Source: an optimization exercise on an open RTL-to-GDS flow (aim: small area and a short achievable clock period). Production flows keep margins and buffers that such runs may drop.
Where RTL was checked, it was by simulation tests only, not by an equivalence proof against the original.
No functional check of the RTL was part of runs 1 to 5.
No activity file was given, so power comes from the tool's default toggle rates.

==> flow/constraint.sdc <==
create_clock -name core_clock -period 7.0 [get_ports {clk}]
set_input_delay 1.4000 -clock core_clock [delete_from_list [all_inputs] [get_ports {clk}]]
set_output_delay 1.4000 -clock core_clock [all_outputs]
set_load 0.01 [all_outputs]
==> flow/config.mk <==
export PLATFORM = sky130hd
export DESIGN_NAME = ALU_Pipeline
export DESIGN_NICKNAME = ALU_Pipeline
export VERILOG_FILES = /design/flow/design.v
export SDC_FILE = /design/flow/constraint.sdc
export NUM_CORES = 4
export LEC_CHECK = 0
export ABC_AREA = 1
export CAP_MARGIN = 20
export CORE_MARGIN = 2
export CORE_UTILIZATION = 40
export SETUP_SLACK_MARGIN = 4.5
export SLEW_MARGIN = 20
==> flow/flow/run.sh <==
#!/bin/bash
# The standard layout, with the ports buffered by the smallest buffer (the resizer sizes
# them up where timing needs it) instead of buffer_ports' default delay buffer.
set -euo pipefail
bash standard.sh synth > synth.log 2>&1
export BUFFER_PORTS_ARGS="-buffer_cell sky130_fd_sc_hd__buf_1"
bash standard.sh finish > layout.log 2>&1
==> flow/design.v <==
module ALUPre #(parameter int NS1 = 1) (
  input  logic [31:0] A, B,
  input  logic [6:0] funct7,
  input  logic [2:0] funct3,
  output logic [31:0] X, Y,
  output logic cin,
  output logic [4-NS1:0] shamt,
  output logic fill
);
  logic [31:0] F, X0;
  logic [31:0] s [0:NS1];
  logic sub, arith, shift, sll, k11, k10, k01, k00;
  assign sll   = (funct3 == 3'b001);
  assign shift = ~funct3[1] & funct3[0];    
  assign arith = (funct3 == 3'b000);        
  assign sub   = funct7[5];
  assign fill  = sub & A[31];
  assign k11 = sub | funct3[1] | funct3[0];
  assign k10 = funct3[0] ? ~funct3[1] : ~sub;
  assign k01 = ~sub & ~funct3[0];
  assign k00 = sub & ~funct3[0];
  always_comb
    for (int i = 0; i < 32; i++)
      F[i] = B[i] ? (A[i] ? k11 : k01) : (A[i] ? k10 : k00);
  always_comb
    for (int i = 0; i < 32; i++) X0[i] = sll ? A[31-i] : F[i];
  assign s[0] = X0;
  genvar l;
  generate
    for (l = 0; l < NS1; l++) begin : sh
      localparam int D = 16 >> l;
      assign s[l+1] = (B[4-l] & shift) ? {{D{fill}}, s[l][31:D]} : s[l];
    end
  endgenerate
  assign X = s[NS1];
  assign Y = A & {32{arith}};
  assign cin = arith & sub;
  assign shamt = B[4-NS1:0];
endmodule
module ALU #(parameter int NS1 = 1) (
  input  logic [31:0] X, Y,
  input  logic cin,
  input  logic [4-NS1:0] shamt,
  input  logic fill, sel_sum, sel_r, sel_l,
  output logic [31:0] Result,
  output logic Zero, Carry, Overflow
);
  logic [32:0] c;
  logic [31:0] zt, sum;
  logic [31:0] g0, p0;
  logic [31:0] t [0:5-NS1];
  logic [31:0] S;
  logic zadd;
  assign g0 = {Y[31:1] & ~X[31:1], (Y[0] & ~X[0]) | (X[0] & cin)};
  assign p0 = X | Y;
  logic [31:0] G [0:9];
  logic [31:0] P [0:9];
  always_comb begin
    G[0] = g0;
    P[0] = p0;
    for (int k = 0; k < 5; k++) begin
      G[k+1] = G[k];
      P[k+1] = P[k];
      for (int i = 0; i < 32; i++)
        if ((i % (2 << k)) == (2 << k) - 1) begin
          G[k+1][i] = G[k][i] | (P[k][i] & G[k][i - (1 << k)]);
          P[k+1][i] = P[k][i] & P[k][i - (1 << k)];
        end
    end
    for (int k = 3; k >= 0; k--) begin
      G[9-k] = G[8-k];
      P[9-k] = P[8-k];
      for (int i = 0; i < 32; i++)
        if ((i % (2 << k)) == (1 << k) - 1 && i >= (2 << k)) begin
          G[9-k][i] = G[8-k][i] | (P[8-k][i] & G[8-k][i - (1 << k)]);
          P[9-k][i] = P[8-k][i] & P[8-k][i - (1 << k)];
        end
    end
  end
  assign c = {G[9], cin};
  assign sum = X ^ c[31:0];
  assign zt = X ^ {X[30:0] | Y[30:0], cin};
  assign zadd = ~|zt;
  genvar l;
  assign t[0] = X;
  generate
    for (l = 0; l < 5 - NS1; l++) begin : sh
      localparam int D = 1 << (4 - NS1 - l);
      assign t[l+1] = shamt[4-NS1-l] ? {{D{fill}}, t[l][31:D]} : t[l];
    end
  endgenerate
  assign S = t[5-NS1];
  always_comb
    for (int k = 0; k < 32; k++)
      Result[k] = (sel_r & S[k]) | (sel_l & S[31-k]) | (sel_sum & sum[k]);
  assign Zero = ((sel_r | sel_l) & ~|S) | (sel_sum & zadd) | ~(sel_r | sel_l | sel_sum);
  assign Carry = sel_sum & (c[32] ^ cin);
  assign Overflow = sel_sum & (c[32] ^ c[31]);
endmodule
module ALUControl(
  input  logic [6:0] funct7,
  input  logic [2:0] funct3,
  input  logic [6:0] opcode,
  output logic sel_sum,   
  output logic sel_r,     
  output logic sel_l      
);
  logic rtype, f7z, f7s;
  assign rtype = (opcode == 7'b0110011);
  assign f7z   = rtype & (funct7 == 7'b0000000);
  assign f7s   = rtype & (funct7 == 7'b0100000);
  assign sel_sum = ((f7z | f7s) & (funct3 == 3'b000))
                 | (f7z & funct3[2] & ~funct3[0])        
                 | (f7z & (funct3 == 3'b111));           
  assign sel_r = (f7z | f7s) & (funct3 == 3'b101);
  assign sel_l = f7z & (funct3 == 3'b001);
endmodule
module InstructionDecoder(
  input  logic [31:0] instruction,
  output logic [6:0]  opcode,
  output logic [2:0]  funct3,
  output logic [6:0]  funct7
);
  assign opcode = instruction[6:0];
  assign funct3 = instruction[14:12];
  assign funct7 = instruction[31:25];
endmodule
module ALU_Pipeline(
  input  logic clk, rst,
  input  logic [31:0] A_in, B_in,
  input  logic [31:0] instr_in,
  output logic [31:0] Result_out,
  output logic Zero_out, Carry_out, Overflow_out, Negative_out
);
  localparam int NS1 = 1;
  logic [6:0] opcode, funct7;
  logic [2:0] funct3;
  logic [31:0] X_d, Y_d;
  logic cin_d, fill_d, sel_sum_d, sel_r_d, sel_l_d;
  logic [4-NS1:0] shamt_d;
  logic [31:0] X_reg, Y_reg;
  logic cin_reg, fill_reg, sel_sum_reg, sel_r_reg, sel_l_reg;
  logic [4-NS1:0] shamt_reg;
  logic [31:0] Result_comb;
  logic Zero_comb, Carry_comb, Overflow_comb;
  InstructionDecoder decoder (
    .instruction(instr_in),
    .opcode(opcode),
    .funct3(funct3),
    .funct7(funct7)
  );
  ALUControl control (
    .opcode(opcode), .funct3(funct3), .funct7(funct7),
    .sel_sum(sel_sum_d), .sel_r(sel_r_d), .sel_l(sel_l_d)
  );
  ALUPre #(.NS1(NS1)) pre (
    .A(A_in), .B(B_in), .funct7(funct7), .funct3(funct3),
    .X(X_d), .Y(Y_d), .cin(cin_d), .shamt(shamt_d), .fill(fill_d)
  );
  always_ff @(posedge clk or posedge rst) begin
    if (rst) begin
      sel_sum_reg <= 0;
      sel_r_reg <= 0;
      sel_l_reg <= 0;
    end else begin
      sel_sum_reg <= sel_sum_d;
      sel_r_reg <= sel_r_d;
      sel_l_reg <= sel_l_d;
    end
  end
  always_ff @(posedge clk) begin
    X_reg <= X_d;
    Y_reg <= Y_d;
    cin_reg <= cin_d;
    shamt_reg <= shamt_d;
    fill_reg <= fill_d;
  end
  ALU #(.NS1(NS1)) alu_inst (
    .X(X_reg), .Y(Y_reg), .cin(cin_reg), .shamt(shamt_reg), .fill(fill_reg),
    .sel_sum(sel_sum_reg), .sel_r(sel_r_reg), .sel_l(sel_l_reg),
    .Result(Result_comb),
    .Zero(Zero_comb),
    .Carry(Carry_comb),
    .Overflow(Overflow_comb)
  );
  always_ff @(posedge clk or posedge rst) begin
    if (rst) begin
      Result_out <= 0;
      Zero_out <= 0;
      Carry_out <= 0;
      Overflow_out <= 0;
    end else begin
      Result_out <= Result_comb;
      Zero_out <= Zero_comb;
      Carry_out <= Carry_comb;
      Overflow_out <= Overflow_comb;
    end
  end
  assign Negative_out = Result_out[31];
endmodule
==> flow/standard.sh <==
#!/bin/bash
# synth_recipe.tcl (not shown) runs the flow's synth.tcl, then flattens the netlist and writes it again
# the make line also repeats each setting of config.mk as NAME=value (left out here)
make -C /OpenROAD-flow-scripts/flow DESIGN_CONFIG=/design/flow/config.mk WORK_HOME=/design/flow/orfs CLKGATE_MAP_FILE= SYNTH_SCRIPT=/design/flow/synth_recipe.tcl "${@:-finish}"
==> results.py, run 1 <==
metrics = {
    "setup_path": {
        "worst-endpoint-required_ps": 7240,
        "crit_type": "in -> reg",
        "path_delay_family": "buffers and inverters",
        "cp_num_buf_inv": 5,
        "r2r-start": "sel_sum_reg",
        "setup.worst_path.end_class": "flip-flop",
        "cp_slowest_cell": "o21ai_1",
        "arrival_ps": 2760,
        "path_cells": "buf_6 > nor2_4 > buf_12 > inv_4 > nor2_4 > buf_6 > inv_6 > nor2_1 > o221ai_1 > o21ai_1 > o21ai_0",
        "cp_max_fo": 10,
        "start_kind": "input pin",
        "critPathLaunch": "instr_in[30]",
        "max_stage_delay_ps": 180,
    },
    "layout": {
        "final_nets": 1399,
        "fin_util": 0.486,
        "final_cell_mix": "nand2_1 (291), buf_1 (115), nor2_1 (109)",
        "layout_commonest_cell": "nand2_1",
        "insertedDiodeCount": 0,
        "fill_cells": 1954,
        "drive_above_1_share": 0.118,
        "synthToLayoutAreaGrowth_pct": 18.6,
    },
    "min_path": {
        "hp-start": "sel_r_reg",
        "hp-class": "reg -> reg",
    },
    "place": {
        "portBuffers": 118,
        "dp_hpwl_microns": 20700,
        "gp_congestion": 0.979,
    },
    "synth": {
        "synth_top_family_by_area": "simple AND/OR/NAND/NOR gates",
        "ys_seq_area_frac": 0.305,
        "muxShareOfSynthArea": 0.0224,
        "syn_avg_cell_area_sq_um": 6.51,
        "syn_area_sq_um": 7720,
        "synth-adder-area-share": 0,
        "syn_nets": 1285,
        "yosys.area_share.xor_xnor": 0.0181,
        "yosys_warnings": 7,
        "synth.distinct_cells": 48,
        "synth_edf_count": 0,
        "synth_compound_area_frac": 0.273,
        "synth-simple-area-share": 0.287,
        "ys_ff_latch": 108,
        "netlist_instances": 1187,
        "synthFlopType": "dfxtp_1",
        "async_flop_share": 0.352,
    },
    "grt": {
        "grt_remaining_overflow": 0,
        "grt_pass1_wl_microns": 41400,
        "grt_max_degree": 64,
        "antenna_found_initial": 0,
        "grt_pass1_vias": 7475,
        "track_usage": 0.265,
    },
    "clock_tree": {
        "clock_path_buffers": 2,
        "cts_root_buf": "clkbuf_16",
        "cts.sinks": 108,
        "clk_pin_slew_ps": 70,
        "cts_max_level": 3,
        "cts_tree": "done",
        "tritoncts.num_buffers": 9,
        "insertion_delay_ps": 370,
    },
    "timing": {
        "relSlewSlack": 0.395,
        "fmax_mhz": 396,
        "min_period_ps": 2520,
        "setup_viol_count_final": 0,
        "hold_viol_final": 0,
        "period_share": 0.361,
        "rsz0062_at_grt": "yes",
        "final.setup.tns_ps": 0,
        "tightest_slew_ps": 907,
        "slew_viol_final": 0,
        "clock_skew_ps": 10.3,
    },
    "outcome": {
        "status": "timing/DRC/antenna clean",
    },
    "routing": {
        "route.detailed.drc": 0,
        "viasPerCell": 5.45,
        "num_vias": 8537,
        "ant_nets": 0,
        "initialDrtViolationCount": 662,
        "dr.pass1.iters": 5,
        "wl_per_cell_microns": 17.7,
        "wl_microns": 27800,
    },
    "job": {
        "drv_cap": 0,
    },
    "floorplanning": {
        "dieWidth_microns": 143,
        "io_pins": 134,
        "fp.coreArea_sq_um": 18800,
        "fp.dieArea_sq_um": 20400,
        "die_y_microns": 143,
        "row_count": 50,
        "start_util": 0.410,
    },
    "pwr": {
        "vdd_drop_max_uv": 106,
        "leakage_nw": 4.09,
        "power_density_nw_per_um2": 198,
    },
}
-- layer usage --
| layer | track usage | wire length (microns) | up-vias |
|---|---|---|---|
| met1 | 0.377 | 12500 | 3847 |
| met5 | 0 | 0 | - |
| met3 | 0.0379 | 2060 | 46 |
| met4 | 0.0943 | 852 | 0 |
| met2 | 0.408 | 12300 | 396 |
| li1 | - | - | 4248 |
-- cell usage after synthesis, types with 4 or more instances --
master,count,share of area
o21ai_1,50,0.032
dfrtp_1,38,0.12
nand2_4,6,0.0087
o221ai_1,31,0.035
dfxtp_1,70,0.18
inv_1,105,0.051
nor2_2,6,0.0049
a31oi_1,4,0.0032
o22ai_1,23,0.019
clkbuf_1,34,0.017
nand4_1,7,0.0057
o211ai_1,30,0.029
nor3_1,4,0.0026
o21ai_2,10,0.011
nand2_2,11,0.0089
nor4_1,5,0.0041
buf_1,5,0.0024
or2_1,7,0.0057
nor2_1,116,0.056
a21oi_1,59,0.038
buf_6,4,0.0058
buf_2,11,0.0071
nand2_1,292,0.14
buf_4,6,0.0058
o21ai_0,132,0.086
or2_4,4,0.0045
a31oi_2,4,0.0065
nand3_1,45,0.029
xor2_1,16,0.018
mux2i_1,15,0.019
inv_2,10,0.0049
-- worst min-delay path, stage by stage (launching register included) --
cell	delay [ps]
dfrtp_1	380
nand2_1	60
nand3_1	80
-- worst paths after layout --
kind | end | slack (ps) | depth (start not counted)
worst max-delay path | X_reg[2] | 4480 | 11
worst min-delay path | Result_out[11] | 570 | 2
worst max register to register | Zero_out | 4560 | 6
worst min register to register | Result_out[11] | 570 | 2
max in group asynchronous | Result_out[29] | 5560 | 3
min in group asynchronous | Result_out[22] | 1110 | 3
-- power breakdown --
part	leakage (nW)	total, mW	switching, mW	internal (mW)
sequential	1.11	0.700	0.0510	0.649
combinational	2.83	0.581	0.385	0.196
clock	0.154	0.528	0.241	0.287
-- timing repair --
item                       in CTS  in global routing
hold buffers                    0                  0
setup endpoints to repair      37                 35
buffers inserted               22                  6
gates resized for setup        41                 53
pin swaps                       6                 12
gates cloned                    4                  4
-- per-stage QoR --
step | setup WS, ps | hold WS, ps | total power [mW] | std cells | area [sq um]
after floorplan | 4450 | 504 | 1.08 | 1187 | 7730
after global placement | 3380 | 533 | 1.24 | 1514 | 8280
after detailed placement | 3390 | 559 | 1.24 | 1514 | 8280
after CTS | 4480 | 573 | 1.79 | 1556 | 8940
after global routing | 4360 | 606 | 1.90 | 1566 | 9160
final | 4480 | 568 | 1.81 | 1566 | 9160
-- kinds of logic (layout without fill, tap and decap cells) --
family          Yosys count  after routing
simple gates            517            517
buf+inv                 177            296
flops                   108            108
compound gates          353            353
xor+xnor                 16             16
mux                      16             16
-- final cells by class --
| class | count | area, sq um | area share |
|---|---|---|---|
| Sequential cell | 108 | 2350 | 0.257 |
| Tap cell | 260 | 325 | 0.0355 |
| Multi-Input combinational cell | 902 | 4780 | 0.522 |
| Timing Repair inverter | 6 | 57.6 | 0.00629 |
| Timing Repair Buffer | 157 | 857 | 0.0936 |
| Inverter | 117 | 469 | 0.0512 |
| Clock buffer | 11 | 275 | 0.0301 |
| Clock inverter | 5 | 37.5 | 0.00410 |
==> inputs of run 2 (changes only) <==
--- a/flow/config.mk
+++ b/flow/config.mk
@@ -11,2 +11,3 @@
 export CORE_UTILIZATION = 40
+export CTS_BUF_LIST = sky130_fd_sc_hd__clkbuf_4 sky130_fd_sc_hd__clkbuf_8
 export SETUP_SLACK_MARGIN = 4.5
==> run 2 against run 1 <==
Sequential share of layout area rose by 0.50 points; design area is 1.8% lower; combinational power down 1%; highest routed layer unchanged; via count fell by 0.40%; clock-buffer cell count down 2; critical path type unchanged; setup slack gained 64 ps; core utilization fell by 0.90 points; synthesized area is the same.
==> results.py, run 2 <==
metrics = {
    "outcome": {
        "status": "timing/DRC/antenna clean",
    },
    "pwr": {
        "netSwitchingFraction": 0.386,
        "vdd_drop_max_uv": 90.1,
        "p_int_mw": 1.05,
        "clkPwrFrac": 0.252,
        "power_mw": 1.70,
        "leakage_nw": 4.03,
        "power_density_nw_per_um2": 189,
        "p_comb_frac": 0.337,
        "p_seq_frac": 0.412,
        "switching_power_uw": 656,
    },
    "setup_path": {
        "r2r-start": "shamt_reg[2]",
        "worst-endpoint-required_ps": 7270,
        "max_stage_delay_ps": 250,
        "r2r_slack_ps": 4580,
        "arrival_ps": 2730,
        "cp_slowest_cell": "o211ai_1",
        "rr_endpoint": "Zero_out",
        "path_cells": "clkbuf_2 > inv_2 > nor2_4 > inv_2 > nor2_4 > buf_12 > buf_4 > clkinv_8 > o211ai_1 > o21ai_0",
        "reg2reg_depth": 13,
        "start_kind": "input pin",
        "setup.worst_path.end_class": "flip-flop",
        "cp_max_fo": 16,
        "crit_type": "in -> reg",
    },
    "layout": {
        "synthToLayoutAreaGrowth_pct": 16.4,
        "final_nets": 1397,
        "final_cell_mix": "nand2_1 (291), buf_1 (115), nor2_1 (110)",
        "design_area_sq_um": 8990,
        "insertedDiodeCount": 0,
        "layout_commonest_cell": "nand2_1",
        "drive_above_1_share": 0.113,
        "fin_util": 0.477,
    },
    "min_path": {
        "hold_end": "Result_out[11]",
        "hp-start": "sel_r_reg",
        "holdPathStages": 2,
        "hp-class": "reg -> reg",
    },
    "timing": {
        "fmax_mhz": 407,
        "relSlewSlack": 0.398,
        "rsz0062_at_grt": "yes",
        "clock_skew_ps": 16.6,
        "setup_viol_count_final": 0,
        "final.setup.tns_ps": 0,
        "timing.hold.ws_ps": 572,
        "min_period_ps": 2460,
        "tightest_slew_ps": 901,
        "hold_viol_final": 0,
        "slew_viol_final": 0,
        "period_share": 0.351,
    },
    "synth": {
        "async_flop_share": 0.352,
        "synthFlopType": "dfxtp_1",
        "ys_seq_area_frac": 0.305,
        "syn_area_sq_um": 7720,
        "synth_edf_count": 0,
        "syn_nets": 1285,
        "netlist_instances": 1187,
        "synth.distinct_cells": 48,
        "synth_most_common_cell": "nand2_1",
        "synth_top_area_cell": "dfxtp_1",
        "ys_top_cells_by_count": "nand2_1 (292), o21ai_0 (132), nor2_1 (116)",
        "syn_avg_cell_area_sq_um": 6.51,
        "ys_ff_latch": 108,
        "synth.area.top_cells": "dfxtp_1 (18%), nand2_1 (14%), dfrtp_1 (12%), o21ai_0 (8.6%), nor2_1 (5.6%)",
        "synth_top_area_frac": 0.181,
        "yosys_warnings": 7,
    },
    "grt": {
        "grt_pass1_wl_microns": 41300,
        "grt_pass1_vias": 7449,
        "grt_remaining_overflow": 0,
        "grt_max_degree": 64,
        "track_usage": 0.264,
        "antenna_found_initial": 0,
    },
    "floorplanning": {
        "dieWidth_microns": 143,
        "start_util": 0.410,
        "fp.coreArea_sq_um": 18800,
        "die_y_microns": 143,
        "row_count": 50,
        "io_pins": 134,
        "fp.dieArea_sq_um": 20400,
    },
    "clock_tree": {
        "cts.sinks": 108,
        "cts_tree": "done",
        "insertion_delay_ps": 400,
        "ctsHoldBuffers": 0,
        "clk_pin_slew_ps": 100,
        "cts_root_buf": "clkbuf_8",
        "tritoncts.num_buffers": 9,
        "clock_path_buffers": 2,
        "cts_max_level": 3,
    },
    "place": {
        "gp_congestion": 0.979,
        "portBuffers": 118,
        "dp_hpwl_microns": 20700,
        "post_dp_cell_area_sq_um": 8280,
    },
    "routing": {
        "num_vias": 8503,
        "viasPerCell": 5.44,
        "dr.pass1.iters": 6,
        "wl_per_cell_microns": 17.5,
        "ant_nets": 0,
        "route.detailed.drc": 0,
        "wl_microns": 27400,
        "initialDrtViolationCount": 659,
    },
    "job": {
        "drv_cap": 0,
    },
}
## run 2: changes by cell type in the layout (fill, tap and decap cells not counted), moves of 2 or more
cell,previous run,this run
clkbuf_8,0,10
o21ai_0,98,107
buf_6,8,2
buf_4,25,29
clkbuf_16,11,0
o22ai_1,19,21
inv_6,5,3
bufinv_16,0,2
o21ai_1,78,70
## run 2: stage by stage
stage,cells,worst slack [ps]
2_1_floorplan,1187,4450
3_3_place_gp,1514,3380
3_5_place_dp,1514,3390
4_1_cts,1555,4470
5_1_grt,1564,4380
6_report,1564,4540
## run 2: area by class of cell
type	count	area, sq um
clock buffers	9	124
flip-flops and latches	108	2350
fillers	1985	9840
repair inverters	5	48.8
multi-input cells	902	4730
well taps	260	325
clock inverters	7	97.6
repair buffers	156	843
inverters	117	464
## run 2: logic make-up (layout without fill, tap and decap cells)
group / Yosys count / after routing / share of synthesized area
and+or+nand+nor: 517 / 517 / 0.287
AOI/OAI and AO/OA: 353 / 353 / 0.273
buffers and inverters: 177 / 294 / 0.0946
DFF: 108 / 108 / 0.305
xor gates and xnor gates: 16 / 16 / 0.0181
muxes: 16 / 16 / 0.0224
## run 2: worst max path at each step
| stage | from | to | slack [ps] |
|---|---|---|---|
| after detailed placement | instr_in[12] | X_reg[9] | 3390 |
| after CTS | instr_in[6] | sel_sum_reg | 4470 |
| after floorplan | instr_in[6] | sel_sum_reg | 4450 |
| after global placement | instr_in[30] | X_reg[0] | 3380 |
| after global routing | shamt_reg[2] | Zero_out | 4380 |
| final | instr_in[12] | X_reg[9] | 4540 |
## run 2: power by group through the flow
stage                     sequential, mW  combinational, mW  clock, mW
after floorplan                    0.688              0.389          0
after global placement             0.713              0.525          0
after detailed placement           0.713              0.526          0
after CTS                          0.699              0.550      0.438
after global routing               0.705              0.633      0.456
final                              0.700              0.573      0.428
## run 2: timing repair
item,CTS,global route
gates cloned,3,3
setup endpoints to repair,37,35
gates resized for setup,33,41
setup buffers,22,6
pin swaps,4,8
## run 2: per-layer routing
metal	wire (microns)	up-vias	GRT usage
li1	-	4233	-
met1	12700	3862	0.378
met2	12200	366	0.406
met3	1750	42	0.0305
met4	752	0	0.102
met5	0	-	0
## run 2: worst max-delay path, delay by kind of cell
kind                   cells  cell delay, ps
buffers and inverters      6             690
AOI/OAI and AO/OA          2             370
and+or+nand+nor            2             270
==> inputs of run 3 (changes only) <==
--- a/flow/config.mk
+++ b/flow/config.mk
@@ -8,7 +8,6 @@
 export ABC_AREA = 1
-export CAP_MARGIN = 20
+export CAP_MARGIN = 10
 export CORE_MARGIN = 2
 export CORE_UTILIZATION = 40
-export CTS_BUF_LIST = sky130_fd_sc_hd__clkbuf_4 sky130_fd_sc_hd__clkbuf_8
 export SETUP_SLACK_MARGIN = 4.5
-export SLEW_MARGIN = 20
+export SLEW_MARGIN = 10
==> run 3 against run 2 <==
Hold slack got worse by 4.8 ps; core utilization increased by 0.90 points; sequential power about the same; via count increased by 0.40%; cell count increased by 0.13%; global-route usage increased by 0.068 points.
==> results.py, run 3 <==
metrics = {
    "outcome": {
        "status": "timing/DRC/antenna clean",
    },
    "synth": {
        "synth_top_area_cell": "dfxtp_1",
        "synth.area.top_cells": "dfxtp_1 (18%), nand2_1 (14%), dfrtp_1 (12%), o21ai_0 (8.6%), nor2_1 (5.6%)",
        "syn_area_sq_um": 7720,
        "ys_ff_latch": 108,
        "synth_top_area_frac": 0.181,
        "synthFlopType": "dfxtp_1",
        "ys_seq_area_frac": 0.305,
        "netlist_instances": 1187,
        "ys_top_cells_by_count": "nand2_1 (292), o21ai_0 (132), nor2_1 (116)",
        "syn_avg_cell_area_sq_um": 6.51,
        "syn_nets": 1285,
        "yosys_warnings": 7,
        "async_flop_share": 0.352,
        "synth_most_common_cell": "nand2_1",
        "synth.distinct_cells": 48,
        "synth_edf_count": 0,
    },
    "grt": {
        "antenna_found_initial": 0,
        "grt_pass1_vias": 7475,
        "track_usage": 0.265,
        "grt_pass1_wl_microns": 41400,
        "grt_max_degree": 64,
        "grt_remaining_overflow": 0,
    },
    "setup_path": {
        "start_kind": "input pin",
        "arrival_ps": 2760,
        "setup.worst_path.end_class": "flip-flop",
        "crit_type": "in -> reg",
        "r2r-start": "sel_sum_reg",
        "cp_num_buf_inv": 5,
        "path_cells": "buf_6 > nor2_4 > buf_12 > inv_4 > nor2_4 > buf_6 > inv_6 > nor2_1 > o221ai_1 > o21ai_1 > o21ai_0",
        "cp_max_fo": 10,
        "max_stage_delay_ps": 180,
        "r2r_slack_ps": 4560,
        "path_delay_family": "buffers and inverters",
        "cp_slowest_cell": "o21ai_1",
        "worstSetupEndpoint": "X_reg[2]",
        "crit_cells": 11,
        "reg2reg_depth": 6,
        "worst-endpoint-required_ps": 7240,
        "critPathLaunch": "instr_in[30]",
        "rr_endpoint": "Zero_out",
    },
    "min_path": {
        "holdPathStages": 2,
        "hp-class": "reg -> reg",
    },
    "layout": {
        "final_cell_mix": "nand2_1 (291), buf_1 (115), nor2_1 (109)",
        "fin_cells": 1566,
        "final_nets": 1399,
        "synthToLayoutAreaGrowth_pct": 18.6,
        "drive_above_1_share": 0.118,
        "layout_commonest_cell": "nand2_1",
        "insertedDiodeCount": 0,
    },
    "floorplanning": {
        "row_count": 50,
        "fp.coreArea_sq_um": 18800,
        "fp.dieArea_sq_um": 20400,
        "io_pins": 134,
        "dieWidth_microns": 143,
        "die_y_microns": 143,
        "start_util": 0.410,
    },
    "pwr": {
        "power_density_nw_per_um2": 198,
        "vdd_drop_max_uv": 106,
        "leakage_nw": 4.09,
    },
    "timing": {
        "period_share": 0.361,
        "hold_viol_final": 0,
        "min_period_ps": 2520,
        "clock_skew_ps": 10.3,
        "setup_viol_count_final": 0,
        "rsz0062_at_grt": "yes",
        "final.setup.tns_ps": 0,
        "tightest_slew_ps": 907,
        "fmax_mhz": 396,
        "relSlewSlack": 0.395,
        "slew_viol_final": 0,
    },
    "place": {
        "gp_congestion": 0.979,
        "dp_hpwl_microns": 20700,
        "dp_cells": 1514,
        "portBuffers": 118,
    },
    "clock_tree": {
        "tritoncts.num_buffers": 9,
        "cts_max_level": 3,
        "clock_path_buffers": 2,
        "cts.sinks": 108,
        "ctsHoldBuffers": 0,
        "cts_tree": "done",
        "insertion_delay_ps": 370,
        "cts_root_buf": "clkbuf_16",
        "clk_pin_slew_ps": 70,
    },
    "routing": {
        "dr.pass1.iters": 5,
        "initialDrtViolationCount": 662,
        "wl_microns": 27800,
        "ant_nets": 0,
        "num_vias": 8537,
        "route.detailed.drc": 0,
        "wl_per_cell_microns": 17.7,
        "viasPerCell": 5.45,
    },
    "job": {
        "drv_cap": 0,
    },
}
run 3: how the worst min path moves through the flow:
stage | from | to | slack [ps]
global route | sel_l_reg | Result_out[20] | 610
CTS | sel_r_reg | Result_out[11] | 570
detailed placement | sel_r_reg | Result_out[11] | 560
finish | sel_r_reg | Result_out[11] | 570
global placement | sel_r_reg | Result_out[11] | 530
floorplan | cin_reg | Carry_out | 500
run 3: layout make-up:
class / count / area (sq um)
repair buffers: 157 / 857
inverters: 117 / 469
clock buffers: 11 / 275
fillers: 1954 / 9670
clock inverters: 5 / 37.5
repair inverters: 6 / 57.6
multi-input cells: 902 / 4780
well taps: 260 / 325
flip-flops and latches: 108 / 2350
run 3: per-layer routing:
layer	vias up	track usage	wire length (microns)
met3	46	0.0379	2060
met2	396	0.408	12300
met1	3847	0.377	12500
li1	4248	-	-
met5	-	0	0
met4	0	0.0943	852
run 3: cells by family (layout without fill, tap and decap cells):
logic type      after synthesis  after routing  share of synthesized area
compound gates              353            353                      0.273
xor+xnor                     16             16                     0.0181
buf+inv                     177            296                     0.0946
flops                       108            108                      0.305
mux                          16             16                     0.0224
simple gates                517            517                      0.287
run 3: what timing repair did:
action                                  4_1_cts  5_1_grt
hold endpoints to repair                      0        0
gates resized for setup                      41       53
setup buffers                                22        6
endpoints found under the setup margin       37       35
pin swaps                                     6       12
gates cloned                                  4        4
run 3: power by group:
group | internal (mW) | total (mW) | switching [mW]
Clock | 0.287 | 0.528 | 0.241
Combinational | 0.196 | 0.581 | 0.385
Sequential | 0.649 | 0.700 | 0.0510
run 3: tightest hold or removal path: stages (launching register included):
cell	delay, ps
dfrtp_1	380
nand2_1	60
nand3_1	80
run 3: through the flow:
stage | hold slack (ps) | setup slack (ps) | utilization | power [mW] | cell area, sq um
after floorplan | 504 | 4450 | - | 1.08 | 7730
after global placement | 533 | 3380 | 0.440 | 1.24 | 8280
after detailed placement | 559 | 3390 | 0.440 | 1.24 | 8280
after CTS | 573 | 4480 | 0.475 | 1.79 | 8940
after global routing | 606 | 4360 | 0.486 | 1.90 | 9160
final | 568 | 4480 | 0.486 | 1.81 | 9160
==> inputs of run 4 (changes only) <==
--- a/flow/config.mk
+++ b/flow/config.mk
@@ -8,6 +8,6 @@
 export ABC_AREA = 1
-export CAP_MARGIN = 10
+export CAP_MARGIN = 20
 export CORE_MARGIN = 2
 export CORE_UTILIZATION = 40
-export SETUP_SLACK_MARGIN = 4.5
-export SLEW_MARGIN = 10
+export SETUP_SLACK_MARGIN = 5.0
+export SLEW_MARGIN = 20
==> run 4 against run 3 <==
Flip-flop and latch count did not move; setup slack better by 120 ps; sequential power is 1% higher; first-iteration DRC count shrank 8.6%; wire length grew 12%; non-clock buffer count up 49; via count is 6.9% higher; critical path type unchanged.
==> results.py, run 4 <==
metrics = {
    "layout": {
        "design_area_sq_um": 10800,
        "layout_commonest_cell": "nand2_1",
        "fill_cells": 1840,
        "area.sequential_sq_um": 2410,
        "multiInputGateArea_sq_um": 5650,
        "insertedDiodeCount": 0,
        "final_nets": 1448,
        "drive_above_1_share": 0.326,
        "synthToLayoutAreaGrowth_pct": 39.9,
        "final_cell_mix": "nand2_1 (251), inv_1 (95), nor2_1 (81)",
    },
    "routing": {
        "initialDrtViolationCount": 605,
        "num_vias": 9123,
        "wl_per_cell_microns": 19.2,
        "viasPerCell": 5.65,
        "ant_nets": 0,
        "dr.pass1.iters": 6,
        "wl_microns": 31000,
        "route.detailed.drc": 0,
    },
    "synth": {
        "synth_top_area_cell": "dfxtp_1",
        "ys_top_cells_by_count": "nand2_1 (292), o21ai_0 (132), nor2_1 (116)",
        "yosys_warnings": 7,
        "ys_seq_area_frac": 0.305,
        "synth-adder-area-share": 0,
        "synth_most_common_cell": "nand2_1",
        "synth.distinct_cells": 48,
        "async_flop_share": 0.352,
        "synthFlopType": "dfxtp_1",
        "syn_nets": 1285,
        "muxShareOfSynthArea": 0.0224,
        "synth_top_area_frac": 0.181,
        "synth_edf_count": 0,
        "synth.area.top_cells": "dfxtp_1 (18%), nand2_1 (14%), dfrtp_1 (12%), o21ai_0 (8.6%), nor2_1 (5.6%)",
        "synth_compound_area_frac": 0.273,
        "synth-simple-area-share": 0.287,
        "yosys.area_share.xor_xnor": 0.0181,
        "syn_area_sq_um": 7720,
        "ys_ff_latch": 108,
        "synth_top_family_by_area": "simple AND/OR/NAND/NOR gates",
        "netlist_instances": 1187,
        "syn_avg_cell_area_sq_um": 6.51,
    },
    "pwr": {
        "vdd_drop_max_uv": 102,
        "power_density_nw_per_um2": 186,
        "power_mw": 2.01,
        "leakage_nw": 4.77,
    },
    "setup_path": {
        "setup.worst_path.end_class": "flip-flop",
        "cp_max_fo": 2,
        "worst-endpoint-required_ps": 7250,
        "crit_type": "in -> reg",
        "start_kind": "input pin",
        "arrival_ps": 2660,
    },
    "min_path": {
        "hp-class": "reg -> reg",
    },
    "clock_tree": {
        "cts_root_buf": "clkbuf_16",
        "insertion_delay_ps": 370,
        "clk_pin_slew_ps": 70,
        "tritoncts.num_buffers": 9,
        "cts_max_level": 3,
        "ctsHoldBuffers": 0,
        "clock_path_buffers": 2,
        "cts_tree": "done",
        "cts.sinks": 108,
    },
    "floorplanning": {
        "start_util": 0.410,
        "dieWidth_microns": 143,
        "fp.dieArea_sq_um": 20400,
        "fp.coreArea_sq_um": 18800,
        "io_pins": 134,
        "row_count": 50,
        "die_y_microns": 143,
    },
    "timing": {
        "fmax_mhz": 415,
        "post-route-worst-setup-slack_ps": 4590,
        "rsz0062_at_grt": "yes",
        "clock_skew_ps": 18.3,
        "period_share": 0.344,
        "relSlewSlack": 0.322,
        "final.setup.tns_ps": 0,
        "setup_viol_count_final": 0,
        "hold_viol_final": 0,
        "min_period_ps": 2410,
        "tightest_slew_ps": 1020,
        "slew_viol_final": 0,
    },
    "grt": {
        "grt_remaining_overflow": 0,
        "antenna_found_initial": 0,
        "grt_max_degree": 39,
        "grt_pass1_wl_microns": 46900,
        "top_usage_layer": "met2",
        "use_met3": 0.0463,
        "track_usage": 0.301,
        "globalRouteMet1Util": 0.399,
        "gr-usage-met2": 0.479,
        "grt_pass1_vias": 8434,
    },
    "place": {
        "dp_hpwl_microns": 21000,
        "portBuffers": 118,
        "post_dp_cell_area_sq_um": 8350,
        "gp_congestion": 0.968,
        "place_ws_ps": 3060,
    },
    "job": {
        "drv_cap": 0,
    },
    "outcome": {
        "status": "timing/DRC/antenna clean",
    },
}
[run 4: changes by cell type in the layout (fill, tap and decap cells not counted), moves of 26 or more]
cell | before | now
o21ai_2 | 15 | 71
nor2_1 | 109 | 81
buf_1 | 115 | 80
buf_4 | 25 | 54
dfxtp_1 | 70 | 44
o21ai_0 | 98 | 43
nand2_2 | 12 | 43
nand2_1 | 291 | 251
clkbuf_2 | 1 | 33
[run 4: stage by stage]
step            util  hold slack, ps  cells
3_5_place_dp   0.443             556   1512
3_3_place_gp   0.443             544   1512
6_report       0.574             534   1615
5_1_grt        0.574             579   1615
2_1_floorplan      -             504   1187
4_1_cts        0.537             539   1598
[run 4: final timing paths]
path / startpoint / endpoint / slack [ps] / cells after the start
worst max-delay path: instr_in[6] / sel_sum_reg / 4590 / 6
worst min-delay path: cin_reg / Carry_out / 530 / 2
worst max register to register: shamt_reg[3] / Zero_out / 4850 / 14
worst min register to register: cin_reg / Carry_out / 530 / 2
max in group asynchronous: rst / sel_sum_reg / 5350 / 2
min in group asynchronous: rst / Result_out[2] / 1160 / 2
[run 4: power breakdown]
| group | switching (mW) | internal, mW |
|---|---|---|
| Combinational | 0.475 | 0.290 |
| Sequential | 0.0535 | 0.653 |
| Clock | 0.254 | 0.283 |
| Total | 0.782 | 1.23 |
[run 4: routing by layer]
layer / share of wire / up-vias / wire (microns)
met5: 0 / - / 0
met4: 0.048 / 0 / 1500
met3: 0.075 / 100 / 2340
met2: 0.45 / 478 / 14000
met1: 0.43 / 4197 / 13200
li1: - / 4348 / -
[run 4: what timing repair did]
action,CTS,global route
hold endpoints to repair,0,0
setup endpoints to repair,139,123
setup buffers,57,17
gates resized for setup,229,185
gates cloned,13,0
pin swaps,62,48
[run 4: area by class of cell]
class,count,share of cell area
multi-input combinational,904,0.523
sequential,108,0.223
timing repair buffer,206,0.142
inverter,117,0.0484
tap,260,0.0301
clock buffer,10,0.0212
clock inverter,6,0.00672
timing repair inverter,4,0.00556
[run 4: critical path: stages]
cell     delay [ps]
buf_1            60
or4_1           500
nor4_1          150
and2_1          200
nand2_2          90
o32ai_4         250
[run 4: cells by family after synthesis]
group           after synthesis
simple gates                517
compound gates              353
buf+inv                     177
flops                       108
xor+xnor                     16
mux                          16
==> inputs of run 5 (changes only) <==
--- a/flow/design.v
+++ b/flow/design.v
@@ -48,3 +48,3 @@
   logic [32:0] c;
-  logic [31:0] zt, sum;
+  logic [31:0] sum;
   logic [31:0] g0, p0;
@@ -52,3 +52,2 @@
   logic [31:0] S;
-  logic zadd;
   assign g0 = {Y[31:1] & ~X[31:1], (Y[0] & ~X[0]) | (X[0] & cin)};
@@ -81,4 +80,2 @@
   assign sum = X ^ c[31:0];
-  assign zt = X ^ {X[30:0] | Y[30:0], cin};
-  assign zadd = ~|zt;
   genvar l;
@@ -95,3 +92,3 @@
       Result[k] = (sel_r & S[k]) | (sel_l & S[31-k]) | (sel_sum & sum[k]);
-  assign Zero = ((sel_r | sel_l) & ~|S) | (sel_sum & zadd) | ~(sel_r | sel_l | sel_sum);
+  assign Zero = ~|Result;
   assign Carry = sel_sum & (c[32] ^ cin);
--- a/flow/config.mk
+++ b/flow/config.mk
@@ -11,3 +11,3 @@
 export CORE_UTILIZATION = 40
-export SETUP_SLACK_MARGIN = 5.0
+export SETUP_SLACK_MARGIN = 4.5
 export SLEW_MARGIN = 20
==> run 5 against run 4 <==
Still clean on timing, DRC and antenna; first-iteration DRC count up 17%; die area down 3.5%; synthesized area down 3.6%; setup slack worse by 99 ps; flip-flop and latch count unchanged; hold slack worse by 38 ps; largest cell class unchanged; largest power group is now sequential cells.
==> results.py, run 5 <==
metrics = {
    "floorplanning": {
        "row_count": 49,
        "die_y_microns": 140,
        "start_util": 0.412,
        "dieWidth_microns": 140,
        "fp.coreArea_sq_um": 18100,
        "fp.dieArea_sq_um": 19700,
        "io_pins": 134,
    },
    "timing": {
        "final.setup.tns_ps": 0,
        "setup_viol_count_final": 0,
        "min_period_ps": 2510,
        "fmax_mhz": 399,
        "period_share": 0.358,
        "tightest_slew_ps": 1170,
        "hold_viol_final": 0,
        "slew_viol_final": 0,
        "clock_skew_ps": 12.4,
        "rsz0062_at_grt": "yes",
        "relSlewSlack": 0.220,
    },
    "setup_path": {
        "worst-endpoint-required_ps": 7290,
        "rr_endpoint": "Zero_out",
        "r2r-start": "shamt_reg[3]",
        "cp_max_fo": 7,
        "critPathLaunch": "shamt_reg[3]",
        "arrival_ps": 2800,
        "start_kind": "flip-flop",
        "r2r_slack_ps": 4490,
        "reg2reg_depth": 19,
        "setup.worst_path.end_class": "flip-flop",
        "crit_type": "reg -> reg",
        "worstSetupEndpoint": "Zero_out",
    },
    "outcome": {
        "status": "timing/DRC/antenna clean",
    },
    "grt": {
        "grt_pass1_wl_microns": 40800,
        "grt_pass1_vias": 7566,
        "grt_remaining_overflow": 0,
        "antenna_found_initial": 0,
        "track_usage": 0.264,
        "grt_max_degree": 50,
    },
    "clock_tree": {
        "clock_path_buffers": 2,
        "cts.sinks": 108,
        "clk_pin_slew_ps": 80,
        "tritoncts.num_buffers": 9,
        "ctsHoldBuffers": 0,
        "cts_root_buf": "clkbuf_16",
        "cts_max_level": 3,
        "insertion_delay_ps": 370,
        "cts_tree": "done",
    },
    "synth": {
        "ys_seq_area_frac": 0.316,
        "ys_top_cells_by_count": "nand2_1 (285), nand3_1 (174), o21ai_0 (149)",
        "syn_avg_cell_area_sq_um": 6.18,
        "async_flop_share": 0.352,
        "synthFlopType": "dfxtp_1",
        "ys_ff_latch": 108,
        "synth_most_common_cell": "nand2_1",
        "synth.distinct_cells": 41,
        "synth_edf_count": 0,
        "netlist_instances": 1205,
        "synth_top_area_frac": 0.188,
        "synth_top_area_cell": "dfxtp_1",
        "synth.area.top_cells": "dfxtp_1 (19%), nand2_1 (14%), dfrtp_1 (13%), nand3_1 (12%), o21ai_0 (10%)",
        "yosys_warnings": 7,
        "syn_area_sq_um": 7440,
        "syn_nets": 1303,
    },
    "layout": {
        "insertedDiodeCount": 0,
        "synthToLayoutAreaGrowth_pct": 26.2,
        "drive_above_1_share": 0.167,
        "layout_commonest_cell": "nand2_1",
        "fin_cells": 1556,
        "final_nets": 1420,
        "fill_cells": 1890,
        "final_cell_mix": "nand2_1 (269), nand3_1 (150), buf_1 (115)",
    },
    "place": {
        "portBuffers": 118,
        "gp_congestion": 0.940,
        "dp_hpwl_microns": 19100,
        "dp_cells": 1497,
    },
    "routing": {
        "wl_microns": 26900,
        "dr.pass1.iters": 5,
        "wl_per_cell_microns": 17.3,
        "route.detailed.drc": 0,
        "num_vias": 8577,
        "ant_nets": 0,
        "initialDrtViolationCount": 705,
        "viasPerCell": 5.51,
    },
    "pwr": {
        "leakage_nw": 4.36,
        "power_density_nw_per_um2": 182,
        "vdd_drop_max_uv": 131,
    },
    "job": {
        "drv_cap": 0,
    },
    "min_path": {
        "hp-class": "reg -> reg",
    },
}
run 5: cell types whose count changed in the layout (fill, tap and decap cells not counted), moves of 19 or more:
| cell | previous run | this run |
|---|---|---|
| inv_1 | 95 | 114 |
| nand2_2 | 43 | 22 |
| clkbuf_2 | 33 | 0 |
| nand3_1 | 38 | 150 |
| o21ai_0 | 43 | 95 |
| buf_4 | 54 | 22 |
| buf_1 | 80 | 115 |
| o21ai_2 | 71 | 31 |
run 5: cells by family after synthesis:
kind of cell / Yosys count / share of synthesized area
mux: 2 / 0.00269
simple gates: 600 / 0.347
flops: 108 / 0.316
compound gates: 306 / 0.232
buf+inv: 189 / 0.102
run 5: layer usage:
metal | routed length (microns) | vias to the layer above | global-route usage
met2 | 12100 | 419 | 0.415
met5 | 0 | - | 0
li1 | - | 4277 | -
met3 | 2000 | 43 | 0.0362
met1 | 12000 | 3838 | 0.369
met4 | 759 | 0 | 0.0952
run 5: where the power goes:
group	switching (mW)	leakage [nW]	internal, mW
combinational	0.322	3.10	0.175
sequential	0.0469	1.11	0.651
clock	0.258	0.146	0.261
run 5: cell type report:
cell class / count / area, sq um / share of cell area
Multi-Input combinational cell: 911 / 4870 / 0.518
Sequential cell: 108 / 2380 / 0.253
Timing Repair Buffer: 160 / 1000 / 0.107
Inverter: 129 / 529 / 0.0563
Tap cell: 229 / 287 / 0.0305
Clock buffer: 10 / 239 / 0.0254
Clock inverter: 6 / 66.3 / 0.00706
Timing Repair inverter: 3 / 21.3 / 0.00226
run 5: metrics by stage:
stage / hold slack [ps] / util / power [mW] / setup WS [ps] / cell area (sq um)
floorplan: 435 / - / 0.984 / 4490 / 7500
global placement: 482 / 0.441 / 1.10 / 3160 / 7970
finish: 496 / 0.520 / 1.71 / 4490 / 9400
global route: 545 / 0.520 / 1.80 / 4280 / 9400
detailed placement: 492 / 0.442 / 1.11 / 3100 / 7990
CTS: 495 / 0.481 / 1.65 / 4500 / 8690
run 5: worst min-delay path by stage:
stage              start      endpoint  slack, ps  cells after the start
6_report       Y_reg[31]  Overflow_out        500                      2
5_1_grt        Y_reg[31]  Overflow_out        550                      2
4_1_cts        Y_reg[31]  Overflow_out        490                      2
3_5_place_dp   Y_reg[31]  Overflow_out        490                      2
3_3_place_gp   Y_reg[31]  Overflow_out        480                      2
2_1_floorplan  Y_reg[31]  Overflow_out        440                      2
run 5: worst max-delay path, cell delays in order (launching register included):
cell     delay, ps
dfxtp_4        490
buf_12         160
buf_4          110
o21ai_2         70
or2_1          230
nand3_1        130
nand3_2        110
nand3_1        100
nand2_1         70
inv_1           60
nand2_2         60
nor2_2         100
nand3_2        110
nor2_2         120
nand2_1         60
nor2_1         100
nand2_1         60
nor2_2         150
nand2_1         90
nor2_2          70
run 5: what timing repair did:
action	4_1_cts	5_1_grt
gates cloned	5	6
endpoints found under the setup margin	57	38
resized for setup	56	167
buffers inserted	19	13
pin swaps	5	45
==> inputs of run 6 (changes only) <==
--- a/flow/design.v
+++ b/flow/design.v
@@ -5,3 +5,3 @@
   output logic [31:0] X, Y,
-  output logic cin,
+  output logic cin, add,
   output logic [4-NS1:0] shamt,
@@ -35,3 +35,4 @@
   assign X = s[NS1];
-  assign Y = A & {32{arith}};
+  assign Y = A;
+  assign add = arith;
   assign cin = arith & sub;
@@ -41,3 +42,3 @@
   input  logic [31:0] X, Y,
-  input  logic cin,
+  input  logic cin, add,
   input  logic [4-NS1:0] shamt,
@@ -48,3 +49,3 @@
   logic [32:0] c;
-  logic [31:0] sum;
+  logic [31:0] zt, sum;
   logic [31:0] g0, p0;
@@ -52,4 +53,7 @@
   logic [31:0] S;
-  assign g0 = {Y[31:1] & ~X[31:1], (Y[0] & ~X[0]) | (X[0] & cin)};
-  assign p0 = X | Y;
+  logic zadd;
+  logic [31:0] g;
+  assign g = Y & ~X & {32{add}};
+  assign g0 = {g[31:1], g[0] | (X[0] & cin)};
+  assign p0 = X | g;
   logic [31:0] G [0:9];
@@ -80,2 +84,4 @@
   assign sum = X ^ c[31:0];
+  assign zt = X ^ {p0[30:0], cin};
+  assign zadd = ~|zt;
   genvar l;
@@ -92,3 +98,3 @@
       Result[k] = (sel_r & S[k]) | (sel_l & S[31-k]) | (sel_sum & sum[k]);
-  assign Zero = ~|Result;
+  assign Zero = ((sel_r | sel_l) & ~|S) | (sel_sum & zadd) | ~(sel_r | sel_l | sel_sum);
   assign Carry = sel_sum & (c[32] ^ cin);
@@ -135,6 +141,6 @@
   logic [31:0] X_d, Y_d;
-  logic cin_d, fill_d, sel_sum_d, sel_r_d, sel_l_d;
+  logic cin_d, add_d, fill_d, sel_sum_d, sel_r_d, sel_l_d;
   logic [4-NS1:0] shamt_d;
   logic [31:0] X_reg, Y_reg;
-  logic cin_reg, fill_reg, sel_sum_reg, sel_r_reg, sel_l_reg;
+  logic cin_reg, add_reg, fill_reg, sel_sum_reg, sel_r_reg, sel_l_reg;
   logic [4-NS1:0] shamt_reg;
@@ -154,3 +160,3 @@
     .A(A_in), .B(B_in), .funct7(funct7), .funct3(funct3),
-    .X(X_d), .Y(Y_d), .cin(cin_d), .shamt(shamt_d), .fill(fill_d)
+    .X(X_d), .Y(Y_d), .cin(cin_d), .add(add_d), .shamt(shamt_d), .fill(fill_d)
   );
@@ -171,2 +177,3 @@
     cin_reg <= cin_d;
+    add_reg <= add_d;
     shamt_reg <= shamt_d;
@@ -175,3 +182,3 @@
   ALU #(.NS1(NS1)) alu_inst (
-    .X(X_reg), .Y(Y_reg), .cin(cin_reg), .shamt(shamt_reg), .fill(fill_reg),
+    .X(X_reg), .Y(Y_reg), .cin(cin_reg), .add(add_reg), .shamt(shamt_reg), .fill(fill_reg),
     .sel_sum(sel_sum_reg), .sel_r(sel_r_reg), .sel_l(sel_l_reg),
==> run 6 against run 5 <==
Clock-buffer cell count unchanged; power increased by 4.9%; register-to-register slack improved by 140 ps; setup slack improved by 48 ps; sequential power increased by 1%; cell count decreased by 4.0%; non-clock buffer count decreased by 5; clock skew about the same; core utilization decreased by 3.6 points; sequential share of layout area increased by 1.0 points; first-iteration DRC count decreased by 16%; synthesized cell count decreased by 5.1%.
==> results.py, run 6 <==
metrics = {
    "setup_path": {
        "r2r-start": "add_reg",
        "setup.worst_path.end_class": "flip-flop",
        "cp_max_fo": 6,
        "start_kind": "input pin",
        "critPathLaunch": "instr_in[30]",
        "crit_type": "in -> reg",
        "arrival_ps": 2700,
        "worst-endpoint-required_ps": 7240,
    },
    "pwr": {
        "switching_power_uw": 665,
        "vdd_drop_max_uv": 112,
        "leakage_nw": 4.00,
        "p_comb_frac": 0.309,
        "power_density_nw_per_um2": 200,
        "netSwitchingFraction": 0.370,
        "p_int_mw": 1.13,
        "clkPwrFrac": 0.299,
        "p_seq_frac": 0.392,
        "power_mw": 1.80,
    },
    "routing": {
        "num_vias": 8536,
        "ant_nets": 0,
        "wl_per_cell_microns": 18.6,
        "viasPerCell": 5.72,
        "route.detailed.drc": 0,
        "dr.pass1.iters": 5,
        "wl_microns": 27800,
        "initialDrtViolationCount": 594,
    },
    "timing": {
        "period_share": 0.351,
        "timing.hold.ws_ps": 553,
        "tightest_slew_ps": 916,
        "clock_skew_ps": 12.3,
        "setup_viol_count_final": 0,
        "post-route-worst-setup-slack_ps": 4540,
        "relSlewSlack": 0.389,
        "hold_viol_final": 0,
        "min_period_ps": 2460,
        "rsz0062_at_grt": "yes",
        "final.setup.tns_ps": 0,
        "fmax_mhz": 407,
        "slew_viol_final": 0,
    },
    "clock_tree": {
        "clock_path_buffers": 2,
        "cts_root_buf": "clkbuf_16",
        "tritoncts.num_buffers": 9,
        "ctsHoldBuffers": 0,
        "insertion_delay_ps": 370,
        "cts.sinks": 109,
        "cts_tree": "done",
        "clk_pin_slew_ps": 70,
        "cts_max_level": 3,
    },
    "synth": {
        "yosys_warnings": 7,
        "synth_top_area_cell": "dfxtp_1",
        "async_flop_share": 0.349,
        "ys_top_cells_by_count": "nand2_1 (289), o21ai_0 (177), inv_1 (107)",
        "ys_seq_area_frac": 0.312,
        "synthFlopType": "dfxtp_1",
        "synth_most_common_cell": "nand2_1",
        "syn_avg_cell_area_sq_um": 6.64,
        "synth.area.top_cells": "dfxtp_1 (19%), nand2_1 (14%), dfrtp_1 (13%), o21ai_0 (12%), nand3_1 (5.7%)",
        "synth_edf_count": 0,
        "ys_ff_latch": 109,
        "syn_area_sq_um": 7600,
        "synth_top_area_frac": 0.187,
        "netlist_instances": 1144,
        "syn_nets": 1243,
        "synth.distinct_cells": 53,
    },
    "layout": {
        "final_cell_mix": "nand2_1 (285), o21ai_0 (136), buf_1 (115)",
        "fin_util": 0.484,
        "final_nets": 1353,
        "layout_commonest_cell": "nand2_1",
        "insertedDiodeCount": 0,
        "multiInputGateArea_sq_um": 4760,
        "fin_cells": 1493,
        "area.sequential_sq_um": 2380,
        "drive_above_1_share": 0.119,
        "fill_cells": 1972,
        "synthToLayoutAreaGrowth_pct": 18.7,
        "design_area_sq_um": 9020,
    },
    "job": {
        "drv_cap": 0,
    },
    "place": {
        "post_dp_cell_area_sq_um": 8150,
        "dp_cells": 1447,
        "portBuffers": 118,
        "dp_hpwl_microns": 20500,
        "gp_congestion": 0.938,
        "place_ws_ps": 3070,
    },
    "floorplanning": {
        "dieWidth_microns": 142,
        "fp.coreArea_sq_um": 18600,
        "start_util": 0.407,
        "fp.dieArea_sq_um": 20100,
        "row_count": 50,
        "io_pins": 134,
        "die_y_microns": 142,
    },
    "grt": {
        "grt_pass1_vias": 7801,
        "antenna_found_initial": 0,
        "track_usage": 0.277,
        "grt_remaining_overflow": 0,
        "grt_max_degree": 56,
        "grt_pass1_wl_microns": 42900,
    },
    "min_path": {
        "hp-class": "reg -> reg",
        "hp-start": "cin_reg",
    },
    "outcome": {
        "status": "timing/DRC/antenna clean",
    },
}
## run 6: cell types whose count changed after synthesis, moves of 7 or more
cell / previous run / this run
o21ai_1: 34 / 2
o22ai_1: 9 / 16
or2_1: 11 / 1
mux2i_1: 2 / 20
o221ai_1: 10 / 35
o21ai_0: 149 / 177
nor2_1: 99 / 45
nand3_1: 174 / 87
inv_1: 121 / 107
a21oi_1: 53 / 64
## run 6: cell type report
class	instances	share of cell area
Multi-Input combinational cell	867	0.528
Sequential cell	109	0.264
Timing Repair Buffer	155	0.0931
Inverter	110	0.0480
Tap cell	234	0.0325
Clock buffer	10	0.0265
Clock inverter	6	0.00735
Timing Repair inverter	2	0.00139
## run 6: logic make-up after synthesis
family / synth area share
fa+ha+maj: 0.00165
buf+inv: 0.0921
mux: 0.0264
simple gates: 0.282
flops: 0.312
xor+xnor: 0.00231
compound gates: 0.283
## run 6: repair_timing
action                                  4_1_cts  5_1_grt
buffers inserted                             11       14
resized for setup                            51       70
pin swaps                                     5       16
endpoints found under the setup margin       56       50
cloned                                        4        1
endpoints found under the hold margin         0        0
## run 6: worst paths after layout
check / to / slack, ps / cells after the start
worst max-delay path: X_reg[11] / 4540 / 11
worst min-delay path: Carry_out / 550 / 2
worst max register to register: Result_out[15] / 4630 / 19
worst min register to register: Carry_out / 550 / 2
max in group asynchronous: Result_out[25] / 5580 / 3
min in group asynchronous: Result_out[11] / 1110 / 3
## run 6: critical path, stage by stage
cell and delay [ps]:
buf_8 110, nor2_4 50, buf_4 140, nor2_4 120, clkinvlp_4 100, buf_4 150
buf_6 130, o21ai_0 130, nand3_1 130, o21ai_2 110, o21ai_0 110
## run 6: power groups by stage
stage          Sequential, mW  Combinational (mW)  Clock [mW]
4_1_cts                 0.703               0.521       0.546
5_1_grt                 0.709               0.618       0.570
3_3_place_gp            0.717               0.491           0
6_report                0.706               0.556       0.537
2_1_floorplan           0.695               0.358           0
3_5_place_dp            0.716               0.494           0
## run 6: layer usage
| layer | vias to the layer above | routed length (microns) | global-route usage |
|---|---|---|---|
| li1 | 4174 | - | - |
| met1 | 3887 | 12300 | 0.380 |
| met2 | 399 | 12100 | 0.422 |
| met3 | 76 | 2030 | 0.0371 |
| met4 | 0 | 1290 | 0.152 |
| met5 | - | 0 | 0 |
==> inputs of run 7 (changes only) <==
--- a/flow/config.mk
+++ b/flow/config.mk
@@ -11,3 +11,5 @@
 export CORE_UTILIZATION = 40
+export CTS_BUF_LIST = sky130_fd_sc_hd__clkbuf_4 sky130_fd_sc_hd__clkbuf_8
 export SETUP_SLACK_MARGIN = 4.5
 export SLEW_MARGIN = 20
+export TNS_END_PERCENT = 5
==> run 7 against run 6 <==
Hold slack got worse by 6.0 ps; sequential share of layout area up 0.40 points; die area did not move; combinational power decreased by 2%; clock skew grew 1.2 ps; first-iteration DRC count is 22% higher; core utilization shrank 0.73 points; fmax decreased by 1.9%; register-to-register slack got worse by 100 ps; largest power group unchanged.
==> results.py, run 7 <==
metrics = {
    "setup_path": {
        "start_kind": "input pin",
        "path_cells": "buf_8 > nor2_4 > buf_12 > clkinvlp_4 > nor2_4 > buf_12 > clkinvlp_4 > nor2_1 > o221ai_1 > o211ai_1 > o21ai_0",
        "setup.worst_path.end_class": "flip-flop",
        "r2r-start": "add_reg",
        "arrival_ps": 2790,
        "critPathLaunch": "instr_in[12]",
        "cp_max_fo": 8,
        "worst-endpoint-required_ps": 7280,
        "max_stage_delay_ps": 200,
        "crit_type": "in -> reg",
        "cp_slowest_cell": "clkinvlp_4",
    },
    "place": {
        "portBuffers": 118,
        "dp_hpwl_microns": 20700,
        "dp_cells": 1448,
        "place_ws_ps": 3200,
        "gp_congestion": 0.983,
    },
    "clock_tree": {
        "insertion_delay_ps": 400,
        "clock_path_buffers": 2,
        "tritoncts.num_buffers": 9,
        "cts.sinks": 109,
        "clk_pin_slew_ps": 110,
        "cts_max_level": 3,
        "cts_tree": "done",
        "cts_root_buf": "clkbuf_8",
    },
    "layout": {
        "final_cell_mix": "nand2_1 (286), o21ai_0 (153), buf_1 (115)",
        "synthToLayoutAreaGrowth_pct": 16.9,
        "insertedDiodeCount": 0,
        "final_nets": 1354,
        "layout_commonest_cell": "nand2_1",
        "fin_cells": 1494,
        "drive_above_1_share": 0.109,
    },
    "grt": {
        "grt_pass1_wl_microns": 41900,
        "grt_remaining_overflow": 0,
        "antenna_found_initial": 0,
        "track_usage": 0.272,
        "grt_pass1_vias": 7441,
        "grt_max_degree": 56,
    },
    "timing": {
        "clock_skew_ps": 13.5,
        "relSlewSlack": 0.385,
        "rsz0062_at_grt": "yes",
        "post-route-worst-setup-slack_ps": 4490,
        "fmax_mhz": 399,
        "period_share": 0.358,
        "tightest_slew_ps": 922,
        "slew_viol_final": 0,
        "min_period_ps": 2510,
        "final.setup.tns_ps": 0,
        "setup_viol_count_final": 0,
        "hold_viol_final": 0,
    },
    "routing": {
        "wl_per_cell_microns": 18.7,
        "dr.pass1.iters": 6,
        "viasPerCell": 5.67,
        "route.detailed.drc": 0,
        "initialDrtViolationCount": 727,
        "ant_nets": 0,
        "num_vias": 8466,
        "wl_microns": 28000,
    },
    "floorplanning": {
        "die_y_microns": 142,
        "start_util": 0.407,
        "dieWidth_microns": 142,
        "io_pins": 134,
        "fp.coreArea_sq_um": 18600,
        "row_count": 50,
        "fp.dieArea_sq_um": 20100,
    },
    "synth": {
        "synth-adder-area-share": 0.00165,
        "synth-simple-area-share": 0.282,
        "synth_compound_area_frac": 0.283,
        "async_flop_share": 0.349,
        "synth_top_area_frac": 0.187,
        "ys_seq_area_frac": 0.312,
        "netlist_instances": 1144,
        "synth_top_area_cell": "dfxtp_1",
        "yosys_warnings": 7,
        "syn_area_sq_um": 7600,
        "synth_edf_count": 0,
        "ys_top_cells_by_count": "nand2_1 (289), o21ai_0 (177), inv_1 (107)",
        "syn_avg_cell_area_sq_um": 6.64,
        "syn_nets": 1243,
        "synthFlopType": "dfxtp_1",
        "ys_ff_latch": 109,
        "muxShareOfSynthArea": 0.0264,
        "synth_most_common_cell": "nand2_1",
        "synth.area.top_cells": "dfxtp_1 (19%), nand2_1 (14%), dfrtp_1 (13%), o21ai_0 (12%), nand3_1 (5.7%)",
        "synth.distinct_cells": 53,
        "synth_top_family_by_area": "compound AO/OA/AOI/OAI gates",
        "yosys.area_share.xor_xnor": 0.00231,
    },
    "min_path": {
        "hp-class": "reg -> reg",
        "hp-start": "cin_reg",
    },
    "pwr": {
        "leakage_nw": 3.95,
        "vdd_drop_max_uv": 89.6,
        "power_density_nw_per_um2": 190,
    },
    "outcome": {
        "status": "timing/DRC/antenna clean",
    },
    "job": {
        "drv_cap": 0,
    },
}
## run 7: cell families after synthesis
group           after synthesis
fa+ha+maj                     1
mux                          20
simple gates                480
flops                       109
buf+inv                     170
xor+xnor                      2
compound gates              362
## run 7: timing repair
action                                  in CTS  in global routing
cloned                                       3                  3
pin swaps                                    6                  8
buffers inserted                            21                  3
hold buffers                                 0                  0
gates resized for setup                     44                 44
endpoints found under the setup margin      55                 50
## run 7: worst max-delay path: cells and delay by family
family          cells  cell delay [ps]
simple gates        3              380
compound gates      3              350
buf+inv             5              660
## run 7: per-stage QoR
stage	utilization	power, mW	cell area, sq um	hold WS, ps
floorplan	-	1.05	7620	492
global placement	0.437	1.21	8150	537
detailed placement	0.437	1.21	8150	538
CTS	0.468	1.67	8730	553
global route	0.476	1.78	8880	618
finish	0.476	1.69	8880	548
## run 7: area by class of cell
class,count,area (sq um)
clock buffer,9,124
clock inverter,7,96.3
fill,2017,9760
inverter,110,437
multi-input combinational,866,4660
sequential,109,2380
tap,234,293
timing repair buffer,156,872
timing repair inverter,3,17.5
## run 7: path summary, 6_finish.rpt
| check | end | slack [ps] | cells after the start |
|---|---|---|---|
| worst max register to register | Result_out[27] | 4530 | 17 |
| max in group asynchronous | Result_out[6] | 5620 | 3 |
| worst max-delay path | X_reg[8] | 4490 | 11 |
| worst min-delay path | Carry_out | 550 | 2 |
| worst min register to register | Carry_out | 550 | 2 |
| min in group asynchronous | Result_out[29] | 1060 | 3 |
## run 7: report_power, final
group / internal [mW] / switching (mW)
clock network: 0.205 / 0.235
logic: 0.180 / 0.367
registers: 0.660 / 0.0450
## run 7: layer usage
metal | track usage | wire (microns)
met1 | 0.381 | 12600
met2 | 0.428 | 12600
met3 | 0.0280 | 1730
met4 | 0.116 | 984
met5 | 0 | 0
==> inputs of run 8 (changes only) <==
--- a/flow/config.mk
+++ b/flow/config.mk
@@ -12,4 +12,3 @@
 export CTS_BUF_LIST = sky130_fd_sc_hd__clkbuf_4 sky130_fd_sc_hd__clkbuf_8
-export SETUP_SLACK_MARGIN = 4.5
+export SETUP_SLACK_MARGIN = 4.7
 export SLEW_MARGIN = 20
-export TNS_END_PERCENT = 5
==> run 8 against run 7 <==
Hold slack gained 15 ps; sequential power grew 1%; critical path depth shrank 1; clock power grew 5.7%; sequential share of layout area shrank 2.3 points; non-clock buffer count grew 18; synthesized cell count is the same; highest routed layer unchanged; largest power group unchanged; first-iteration DRC count shrank 15%; still clean on timing, DRC and antenna; critical path type unchanged; wire length grew 4.7%; core utilization grew 4.5 points; design area grew 9.5%.
==> results.py, run 8 <==
metrics = {
    "grt": {
        "top_usage_layer": "met2",
        "track_usage": 0.282,
        "grt_pass1_wl_microns": 43600,
        "use_met3": 0.0283,
        "grt_pass1_vias": 7878,
    },
    "synth": {
        "async_flop_share": 0.349,
        "synth_edf_count": 0,
        "synth_top_area_cell": "dfxtp_1",
        "synthFlopType": "dfxtp_1",
        "netlist_instances": 1144,
        "synth_most_common_cell": "nand2_1",
        "yosys_warnings": 7,
        "synth.area.top_cells": "dfxtp_1 (19%), nand2_1 (14%), dfrtp_1 (13%), o21ai_0 (12%), nand3_1 (5.7%)",
        "syn_area_sq_um": 7600,
        "syn_nets": 1243,
        "synth_top_area_frac": 0.187,
        "synth.distinct_cells": 53,
    },
    "setup_path": {
        "cp_max_fo": 8,
        "crit_type": "in -> reg",
        "start_kind": "input pin",
        "path_delay_family": "buffers and inverters",
        "max_stage_delay_ps": 200,
        "reg2reg_depth": 19,
        "cp_slowest_cell": "o22ai_4",
        "arrival_ps": 2650,
        "crit_cells": 10,
        "worst-endpoint-required_ps": 7280,
    },
    "pwr": {
        "p_seq_frac": 0.392,
        "leakage_nw": 4.40,
        "netSwitchingFraction": 0.384,
        "p_int_mw": 1.12,
        "vdd_drop_max_uv": 87.0,
        "p_comb_frac": 0.352,
        "clkPwrFrac": 0.255,
    },
    "routing": {
        "route.detailed.drc": 0,
        "viasPerCell": 5.68,
        "wl_per_cell_microns": 19.4,
        "dr.pass1.iters": 5,
        "initialDrtViolationCount": 617,
    },
    "place": {
        "portBuffers": 118,
        "dp_hpwl_microns": 20800,
        "post_dp_cell_area_sq_um": 8220,
        "gp_congestion": 0.980,
    },
    "timing": {
        "relSlewSlack": 0.365,
        "tightest_slew_ps": 951,
        "clock_skew_ps": 18.9,
        "min_period_ps": 2370,
        "setup_viol_count_final": 0,
        "hold_viol_final": 0,
        "slew_viol_final": 0,
        "period_share": 0.338,
    },
    "clock_tree": {
        "clock_path_buffers": 2,
        "cts_max_level": 3,
        "clk_pin_slew_ps": 100,
        "cts.sinks": 109,
        "cts_root_buf": "clkbuf_8",
        "insertion_delay_ps": 410,
        "cts_tree": "done",
        "ctsHoldBuffers": 0,
    },
    "floorplanning": {
        "io_pins": 134,
        "fp.dieArea_sq_um": 20100,
        "fp.coreArea_sq_um": 18600,
        "start_util": 0.407,
    },
    "layout": {
        "fill_cells": 1869,
        "synthToLayoutAreaGrowth_pct": 28.0,
        "insertedDiodeCount": 0,
        "final_cell_mix": "nand2_1 (258), inv_1 (94), buf_1 (83)",
        "fin_util": 0.522,
    },
    "job": {
        "drv_cap": 0,
    },
    "min_path": {
        "holdPathStages": 2,
    },
    "outcome": {
        "status": "timing/DRC/antenna clean",
    },
}
==> run 8: changes by cell type in the layout (fill, tap and decap cells not counted), sizes merged <==
cell / change
nor2: +1
buf: -14
clkbuf: +36
clkinv: -2
bufbuf: -1
clkinvlp: -1
==> run 8: layout make-up <==
cell class / count / area [sq um] / area share
timing repair buffer: 174 / 1140 / 0.117
timing repair inverter: 3 / 20.0 / 0.00206
sequential: 109 / 2380 / 0.245
tap: 234 / 293 / 0.0301
clock buffer: 12 / 165 / 0.0170
multi-input combinational: 867 / 5190 / 0.533
inverter: 110 / 465 / 0.0479
clock inverter: 4 / 75.1 / 0.00772
==> run 8: worst reg2reg max path, cell delays in order, from the launching register on <==
cell	delay, ps
dfxtp_4	470
buf_12	180
buf_8	130
nand3_2	120
nand2_2	120
nand2_1	90
nor2_2	150
nand2_1	110
inv_1	110
nand2_4	70
nand2_4	80
nand2_4	60
nand2_4	80
nand2_4	60
nand2_4	60
nand2_4	60
nand2_2	70
nand2_1	50
nand3_1	80
nand2_1	60
==> run 8: final timing paths <==
check / start / endpoint / slack, ps
worst min register to register: cin_reg / Carry_out / 560
worst max register to register: add_reg / Result_out[31] / 4680
worst min-delay path: cin_reg / Carry_out / 560
worst max-delay path: instr_in[12] / X_reg[28] / 4630
min in group asynchronous: rst / Result_out[10] / 1060
max in group asynchronous: rst / Result_out[6] / 5620
==> run 8: stage by stage <==
stage	total power [mW]	worst slack (ps)	cells
after floorplan	1.07	4570	1144
after global placement	1.22	2940	1446
after detailed placement	1.22	2930	1446
after CTS	1.73	4650	1491
after global routing	1.90	4560	1513
final	1.82	4630	1513
==> run 8: logic make-up (layout without fill, tap and decap cells) <==
family          Yosys count  count (layout)  share of synthesized area
buf+inv                 170             303                     0.0921
xor+xnor                  2               2                    0.00231
mux                      20              20                     0.0264
flops                   109             109                      0.312
compound gates          362             362                      0.283
simple gates            480             482                      0.282
fa+ha+maj                 1               1                    0.00165
==> run 8: power by group through the flow <==
| stage | Sequential, mW | Clock, mW | Combinational (mW) |
|---|---|---|---|
| after floorplan | 0.695 | 0 | 0.370 |
| after global placement | 0.719 | 0 | 0.499 |
| after detailed placement | 0.718 | 0 | 0.502 |
| after CTS | 0.706 | 0.467 | 0.560 |
| after global routing | 0.715 | 0.488 | 0.701 |
| final | 0.712 | 0.464 | 0.639 |
==> run 8: repair_timing <==
action | CTS | global route
gates resized for setup | 117 | 172
cloned | 8 | 2
setup endpoints to repair | 91 | 87
pin swaps | 26 | 48
buffers inserted | 21 | 20
==> run 8: per-layer routing <==
metal / vias to the layer above / wire length [microns]
li1: 4220 / -
met5: - / 0
met2: 332 / 13400
met4: 0 / 1070
met3: 52 / 1660
met1: 3997 / 13100
